Background: an optimization exercise with open tools, aiming at small area. Do not read the settings as production practice. In this exercise RTL edits were held to simulation tests only and were not proved equivalent to the original. No activity file was given, so power comes from the tool's default toggle rates.

## job 101
==> flow/design.v (excerpt) <==
module fpga_agc(BLKUPL_, BMGXM, BMGXP, BMGYM, BMGYP, BMGZM, BMGZP, CAURST, CDUFAL, CDUXM, CDUXP, CDUYM, CDUYP, CDUZM, CDUZP, CNTRL1, CNTRL2, CTLSAT, DBLTST, DKBSNC, DKEND, DKSTRT, DOSCAL, FREFUN, GATEX_, GATEY_, GATEZ_, GCAPCL, GUIREL, HOLFUN, IMUCAG, IMUFAL, IMUOPR, IN3008, IN3212, IN3213, IN3214, IN3216, IN3301, ISSTOR, LEMATT, LFTOFF, LRIN0, LRIN1, LRRLSC, LVDAGD, MAINRS, MAMU, MANRmP, MANRmR, MANRmY, MANRpP, MANRpR, MANRpY, MARK, MDT01, MDT02, MDT03, MDT04, MDT05, MDT06, MDT07, MDT08, MDT09, MDT10, MDT11, MDT12, MDT13, MDT14, MDT15, MDT16, MKEY1, MKEY2, MKEY3, MKEY4, MKEY5, MLDCH, MLOAD, MNHNC, MNHRPT, MNHSBF, MNIMmP, MNIMmR, MNIMmY, MNIMpP, MNIMpR, MNIMpY, MONPAR, MONWBK, MRDCH, MREAD, MRKREJ, MRKRST, MSTP, MSTRT, MTCSAI, NAVRST, NHALGA, NHVFAL, NKEY1, NKEY2, NKEY3, NKEY4, NKEY5, OPCDFL, OPMSW2, OPMSW3, PCHGOF, PIPAXm, PIPAXp, PIPAYm, PIPAYp, PIPAZm, PIPAZp, ROLGOF, RRIN0, RRIN1, RRPONA, RRRLSC, S4BSAB, SBYBUT, SHAFTM, SHAFTP, SIGNX, SIGNY, SIGNZ, SMSEPR, SPSRDY, STRPRS, TEMPIN, TRANmX, TRANmY, TRANmZ, TRANpX, TRANpY, TRANpZ, TRNM, TRNP, TRST10, TRST9, ULLTHR, UPL0, UPL1, WD167, WD168, XLNK0, XLNK1, ZEROP, mstpeven, mstpodd, ALGA, ALRT0, ALRT1, ALT0, ALT1, ALTSNC, BPLSSW, BPLUS, CDUCLK, CDUXDM, CDUXDP, CDUYDM, CDUYDP, CDUZDM, CDUZDP, CGCWAR, CLK, COARSE, COMACT, DISDAC, DKDATA, DKDATB, ELSNCM, ELSNCN, EMSm, EMSp, ENERIM, ENEROP, GYENAB, GYRRST, GYRSET, GYXM, GYXP, GYYM, GYYP, GYZM, GYZP, ISSTDC, ISSWAR, KYRLS, LRRANG, LRRST, LRSYNC, LRXVEL, LRYVEL, LRZVEL, MBR1, MBR2, MCTRAL_, MGOJAM, MGP_, MIIP, MINHL, MINKL, MNISQ, MON800, MONWT, MOSCAL_, MPAL_, MPIPAL_, MRAG, MRCH, MREQIN, MRGG, MRLG, MROLGT, MRPTAL_, MRSC, MRULOG, MSCAFL_, MSCDBL_, MSP, MSQ10, MSQ11, MSQ12, MSQ13, MSQ14, MSQ16, MSQEXT, MST1, MST2, MST3, MSTPIT_, MT01, MT02, MT03, MT04, MT05, MT06, MT07, MT08, MT09, MT10, MT11, MT12, MTCAL_, MTCSA_, MVFAIL_, MWAG, MWARNF_, MWATCH_, MWBBEG, MWBG, MWCH, MWEBG, MWFBG, MWG, MWL01, MWL02, MWL03, MWL04, MWL05, MWL06, MWL07, MWL08, MWL09, MWL10, MWL11, MWL12, MWL13, MWL14, MWL15, MWL16, MWLG, MWQG, MWSG, MWYG, MWZG, OPEROR, OT1108, OT1110, OT1111, OT1112, OT1113, OT1114, OT1116, OT1207, OT1207_, OTLNK0, OTLNK1, OUTCOM, PIPASW, PIPDAT, PIPINT, RCmXmP, RCmXmY, RCmXpP, RCmXpY, RCmYmR, RCmYpR, RCmZmR, RCmZpR, RCpXmP, RCpXmY, RCpXpP, RCpXpY, RCpYmR, RCpYpR, RCpZmR, RCpZpR, RESTRT, RHCGO, RLYB01, RLYB02, RLYB03, RLYB04, RLYB05, RLYB06, RLYB07, RLYB08, RLYB09, RLYB10, RLYB11, RRRANG, RRRARA, RRRST, RRSYNC, RYWD12, RYWD13, RYWD14, RYWD16, S4BOFF, S4BSEQ, S4BTAK, SBYLIT, SHFTDM, SHFTDP, STARON, STNDBY, STRT1, STRT2, THRSTm, THRSTp, TMPCAU, TRNDM, TRNDP, TVCNAB, UPLACT, VNFLSH, ZEROPT, ZIMCDU, ZOPCDU, n12KPPS, n25KPPS, n3200A, n3200B, n3200C, n3200D, n800RST, n800SET, p28COM, p4SW, p4VDC, clk, reset, rope_addr, rope_data, core_addr, core_we, core_wdata, core_rdata);
For scale: ~21000 cells after synthesis, ~8900 flip-flops, about 440 I/O pins, ~240000 µm² of cells after synthesis.
export LEC_CHECK = 0
export CAP_MARGIN = 20
export CORE_MARGIN = 2
export CORE_UTILIZATION = 70
export GPL_ROUTABILITY_DRIVEN = 0
export GPL_TIMING_DRIVEN = 0
export SLEW_MARGIN = 20
create_clock -name core_clock -period 19.5 [get_ports {clk}]
standard.sh (not shown) runs the stock make flow with config.mk's settings and CLKGATE_MAP_FILE= SYNTH_SCRIPT=/design/flow/synth_recipe.tcl, a recipe that flattens the netlist after the stock synthesis.
==> flow/flow/run.sh <==
#!/bin/bash
# Own flow: the standard ORFS layout, with two changes to how the layout is made:
#  - ports are buffered with sky130_fd_sc_hd__buf_1 instead of ORFS's default buffer;
#  - clock tree synthesis uses small clusters of clkbuf_8 leaf buffers and no dummy loads.
# Everything else (synthesis, floorplan, power grid, placement, routing) is standard.sh.
set -euo pipefail
export BUFFER_PORTS_ARGS="-buffer_cell sky130_fd_sc_hd__buf_1"
export CTS_ARGS="-sink_clustering_enable -repair_clock_nets -dont_use_dummy_load -buf_list sky130_fd_sc_hd__clkbuf_8 -sink_clustering_size 18 -sink_clustering_max_diameter 50"
bash standard.sh > standard_flow.log 2>&1
Job 101 completed every stage of the flow, and the final layout passed the timing, design-rule and antenna checks.
## Diff of input files: job 102 against job 101
Settings: clearing GPL_TIMING_DRIVEN, which used to be 0; clearing GPL_ROUTABILITY_DRIVEN, which used to be 0.
### Flow results
Relative to job 101, wire length decreased by about 30% in job 102. Job 102 vs. job 101: met2 track demand over resource in global routing decreased by 15 points relative to the old numbers; worst hold slack now sits higher.

========
## run 1
fpga_agc, a different RTL version from the one above (not shown whole).
For scale: ~21000 cells after synthesis.
==> flow/config.mk <==
export PLATFORM = sky130hd
export DESIGN_NAME = fpga_agc
export DESIGN_NICKNAME = fpga_agc
export VERILOG_FILES = /design/flow/design.v
export SDC_FILE = /design/flow/constraint.sdc
export NUM_CORES = 8
export LEC_CHECK = 0
export CAP_MARGIN = 20
export CORE_MARGIN = 2
export CORE_UTILIZATION = 60
export SLEW_MARGIN = 20
==> flow/constraint.sdc <==
create_clock -name core_clock -period 19.5 [get_ports {clk}]
set_input_delay 3.9000 -clock core_clock [delete_from_list [all_inputs] [get_ports {clk}]]
set_output_delay 3.9000 -clock core_clock [all_outputs]
set_load 0.01 [all_outputs]
Scripts as last shown in full above: flow/flow/run.sh
Run 1 completed; timing, DRC and antenna clean
What run 2 does differently from run 1 at the input level:
- a change of CORE_UTILIZATION from 60 to 70
-- flow/flow/run.sh --
<<< run 1, line 6
set -euo pipefail
export BUFFER_PORTS_ARGS="-buffer_cell sky130_fd_sc_hd__buf_1"
export CTS_ARGS="-sink_clustering_enable -repair_clock_nets -dont_use_dummy_load -buf_list sky130_fd_sc_hd__clkbuf_8 -sink_clustering_size 18 -sink_clustering_max_diameter 50"
bash standard.sh > standard_flow.log 2>&1
>>> run 2, line 6
set -euo pipefail
export BUFFER_PORTS_ARGS="-buffer_cell sky130_fd_sc_hd__buf_1"
export CTS_ARGS="-sink_clustering_enable -repair_clock_nets -dont_use_dummy_load -buf_list sky130_fd_sc_hd__clkbuf_8 -sink_clustering_size 20 -sink_clustering_max_diameter 50"
bash standard.sh > standard_flow.log 2>&1
### Flow results
- Run 2 reached the end of the flow, and the finished layout is clean on the timing, design-rule and antenna checks.
- Run 2: detailed-route wire length on metal 1 about 8% below run 1
- Power in the clock group: run 2 better than run 1
- Maximum frequency shrinks by a few percent when moving from run 1 to run 2.
- Run 1 vs run 2, endpoint of the worst setup timing path: core_wdata[15] vs core_wdata[1]
- Compared run 2 vs run 1, and transition at the pin with the smallest max-transition slack is up in run 2.
- Relative to run 1, the total power measured on run 2 has decreased slightly.
For run 3, these inputs were changed with respect to run 2:
-- flow/flow/run.sh --
<<< run 2, line 6
set -euo pipefail
export BUFFER_PORTS_ARGS="-buffer_cell sky130_fd_sc_hd__buf_1"
export CTS_ARGS="-sink_clustering_enable -repair_clock_nets -dont_use_dummy_load -buf_list sky130_fd_sc_hd__clkbuf_8 -sink_clustering_size 20 -sink_clustering_max_diameter 50"
bash standard.sh > standard_flow.log 2>&1
>>> run 3, line 6
set -euo pipefail
export BUFFER_PORTS_ARGS="-buffer_cell sky130_fd_sc_hd__buf_1"
export CTS_ARGS="-sink_clustering_enable -repair_clock_nets -dont_use_dummy_load -buf_list sky130_fd_sc_hd__clkbuf_8 -sink_clustering_size 18 -sink_clustering_max_diameter 50"
bash standard.sh > standard_flow.log 2>&1
--- outcome ---
In terms of clock transition at the registers of the reported paths, run 3 and run 2 differ only marginally. Run 2 leaves more setup margin than run 3. In terms of count of placed standard cells in the final layout, fillers left out, run 3 and run 2 differ only marginally.

========
Another version of the RTL of fpga_agc (not shown whole).
Size: ~9200 flip-flops, ~250000 um2 of cells after synthesis.
==> flow/design.v (excerpt) <==
module fpga_agc(BLKUPL_, BMGXM, BMGXP, BMGYM, BMGYP, BMGZM, BMGZP, CAURST, CDUFAL, CDUXM, CDUXP, CDUYM, CDUYP, CDUZM, CDUZP, CNTRL1, CNTRL2, CTLSAT, DBLTST, DKBSNC, DKEND, DKSTRT, DOSCAL, FREFUN, GATEX_, GATEY_, GATEZ_, GCAPCL, GUIREL, HOLFUN, IMUCAG, IMUFAL, IMUOPR, IN3008, IN3212, IN3213, IN3214, IN3216, IN3301, ISSTOR, LEMATT, LFTOFF, LRIN0, LRIN1, LRRLSC, LVDAGD, MAINRS, MAMU, MANRmP, MANRmR, MANRmY, MANRpP, MANRpR, MANRpY, MARK, MDT01, MDT02, MDT03, MDT04, MDT05, MDT06, MDT07, MDT08, MDT09, MDT10, MDT11, MDT12, MDT13, MDT14, MDT15, MDT16, MKEY1, MKEY2, MKEY3, MKEY4, MKEY5, MLDCH, MLOAD, MNHNC, MNHRPT, MNHSBF, MNIMmP, MNIMmR, MNIMmY, MNIMpP, MNIMpR, MNIMpY, MONPAR, MONWBK, MRDCH, MREAD, MRKREJ, MRKRST, MSTP, MSTRT, MTCSAI, NAVRST, NHALGA, NHVFAL, NKEY1, NKEY2, NKEY3, NKEY4, NKEY5, OPCDFL, OPMSW2, OPMSW3, PCHGOF, PIPAXm, PIPAXp, PIPAYm, PIPAYp, PIPAZm, PIPAZp, ROLGOF, RRIN0, RRIN1, RRPONA, RRRLSC, S4BSAB, SBYBUT, SHAFTM, SHAFTP, SIGNX, SIGNY, SIGNZ, SMSEPR, SPSRDY, STRPRS, TEMPIN, TRANmX, TRANmY, TRANmZ, TRANpX, TRANpY, TRANpZ, TRNM, TRNP, TRST10, TRST9, ULLTHR, UPL0, UPL1, WD167, WD168, XLNK0, XLNK1, ZEROP, mstpeven, mstpodd, ALGA, ALRT0, ALRT1, ALT0, ALT1, ALTSNC, BPLSSW, BPLUS, CDUCLK, CDUXDM, CDUXDP, CDUYDM, CDUYDP, CDUZDM, CDUZDP, CGCWAR, CLK, COARSE, COMACT, DISDAC, DKDATA, DKDATB, ELSNCM, ELSNCN, EMSm, EMSp, ENERIM, ENEROP, GYENAB, GYRRST, GYRSET, GYXM, GYXP, GYYM, GYYP, GYZM, GYZP, ISSTDC, ISSWAR, KYRLS, LRRANG, LRRST, LRSYNC, LRXVEL, LRYVEL, LRZVEL, MBR1, MBR2, MCTRAL_, MGOJAM, MGP_, MIIP, MINHL, MINKL, MNISQ, MON800, MONWT, MOSCAL_, MPAL_, MPIPAL_, MRAG, MRCH, MREQIN, MRGG, MRLG, MROLGT, MRPTAL_, MRSC, MRULOG, MSCAFL_, MSCDBL_, MSP, MSQ10, MSQ11, MSQ12, MSQ13, MSQ14, MSQ16, MSQEXT, MST1, MST2, MST3, MSTPIT_, MT01, MT02, MT03, MT04, MT05, MT06, MT07, MT08, MT09, MT10, MT11, MT12, MTCAL_, MTCSA_, MVFAIL_, MWAG, MWARNF_, MWATCH_, MWBBEG, MWBG, MWCH, MWEBG, MWFBG, MWG, MWL01, MWL02, MWL03, MWL04, MWL05, MWL06, MWL07, MWL08, MWL09, MWL10, MWL11, MWL12, MWL13, MWL14, MWL15, MWL16, MWLG, MWQG, MWSG, MWYG, MWZG, OPEROR, OT1108, OT1110, OT1111, OT1112, OT1113, OT1114, OT1116, OT1207, OT1207_, OTLNK0, OTLNK1, OUTCOM, PIPASW, PIPDAT, PIPINT, RCmXmP, RCmXmY, RCmXpP, RCmXpY, RCmYmR, RCmYpR, RCmZmR, RCmZpR, RCpXmP, RCpXmY, RCpXpP, RCpXpY, RCpYmR, RCpYpR, RCpZmR, RCpZpR, RESTRT, RHCGO, RLYB01, RLYB02, RLYB03, RLYB04, RLYB05, RLYB06, RLYB07, RLYB08, RLYB09, RLYB10, RLYB11, RRRANG, RRRARA, RRRST, RRSYNC, RYWD12, RYWD13, RYWD14, RYWD16, S4BOFF, S4BSEQ, S4BTAK, SBYLIT, SHFTDM, SHFTDP, STARON, STNDBY, STRT1, STRT2, THRSTm, THRSTp, TMPCAU, TRNDM, TRNDP, TVCNAB, UPLACT, VNFLSH, ZEROPT, ZIMCDU, ZOPCDU, n12KPPS, n25KPPS, n3200A, n3200B, n3200C, n3200D, n800RST, n800SET, p28COM, p4SW, p4VDC, clk, reset, rope_addr, rope_data, core_addr, core_we, core_wdata, core_rdata);
Settings: LEC_CHECK=0, CAP_MARGIN=20, CORE_MARGIN=2, CORE_UTILIZATION=60, CTS_BUF_LIST=sky130_fd_sc_hd__clkbuf_8, CTS_CLUSTER_DIAMETER=50, CTS_CLUSTER_SIZE=18, SLEW_MARGIN=20; clock period 19.5 ns.
run.sh (not shown) runs the stock make flow with config.mk's settings and CLKGATE_MAP_FILE= SYNTH_SCRIPT=/design/flow/synth_recipe.tcl, a recipe that flattens the netlist after the stock synthesis.
Stock flow here: none of the scripts above is used.
Change:
==> flow/flow/run.sh (new file) <==
#!/bin/bash
# Own flow: the standard ORFS layout, with two changes to how the layout is made:
#  - ports are buffered with sky130_fd_sc_hd__buf_1 instead of ORFS's default buffer;
#  - clock tree synthesis uses small clusters of clkbuf_8 leaf buffers and no dummy loads.
# Everything else (synthesis, floorplan, power grid, placement, routing) is standard.sh.
set -euo pipefail
export BUFFER_PORTS_ARGS="-buffer_cell sky130_fd_sc_hd__buf_1"
export CTS_ARGS="-sink_clustering_enable -repair_clock_nets -dont_use_dummy_load -buf_list sky130_fd_sc_hd__clkbuf_8 -sink_clustering_size 18 -sink_clustering_max_diameter 50"
bash standard.sh > standard_flow.log 2>&1
==> flow/standard.sh (new file) <==
#!/bin/bash
# synth_recipe.tcl (not shown) runs the flow's synth.tcl, then flattens the netlist and writes it again
# the make line also repeats each setting of config.mk as NAME=value (left out here)
make -C /OpenROAD-flow-scripts/flow DESIGN_CONFIG=/design/flow/config.mk WORK_HOME=/design/flow/orfs CLKGATE_MAP_FILE= SYNTH_SCRIPT=/design/flow/synth_recipe.tcl "${@:-finish}"
Settings changed: CORE_UTILIZATION 60 to 80, CTS_BUF_LIST sky130_fd_sc_hd__clkbuf_8 to not set, CTS_CLUSTER_DIAMETER 50 to not set, CTS_CLUSTER_SIZE 18 to not set.
removed: flow/run.sh
What happened: The new run completed without violations; fmax goes up by 5.5%; worst setup slack gains 0.60 ns; cell count goes down by 6.4%; global-route usage goes up by 8.5 points; total power goes down by 6.2%; utilization goes up by 19 points; worst hold slack loses 0.044 ns; die area goes down by 25%.

==> afterwards: timing with drivers on the ports <==
Ports are ideal in the flow. The routed layouts listed here were re-timed in OpenROAD. Step 1, drivers: a clkbuf_16 drives clk and a buf_2 each remaining input, both assumed. Step 2 moves the port delays by t, midway between the first and last clock arrival at a register: inputs arrive t later, outputs are due t later. That takes back most of the time a late clock gives input paths. Three values: no drivers, after step 1, after step 2; two values: the first two.
run	t (ns)	setup WS [ns]	worst register clock-pin slew, ns
job 101	1.447	6.721 / 6.699 / 6.699	0.12 / 0.12
job 102	1.339	8.682 / 8.661 / 8.661	0.11 / 0.11
run 1	1.360	8.960 / 8.894 / 8.894	0.11 / 0.11
run 2	1.341	8.664 / 8.612 / 8.612	0.12 / 0.12
run 3	1.343	8.654 / 8.603 / 8.603	0.12 / 0.12
the first run of note 3	1.360	8.034 / 8.013 / 8.013	0.11 / 0.11
the second run of note 3	1.323	8.630 / 8.606 / 8.606	0.11 / 0.11
After both steps every run listed still meets setup and hold. The setup slack of run 1, which loses most, moves by -0.066 ns with the drivers and by -0.066 ns with both steps.
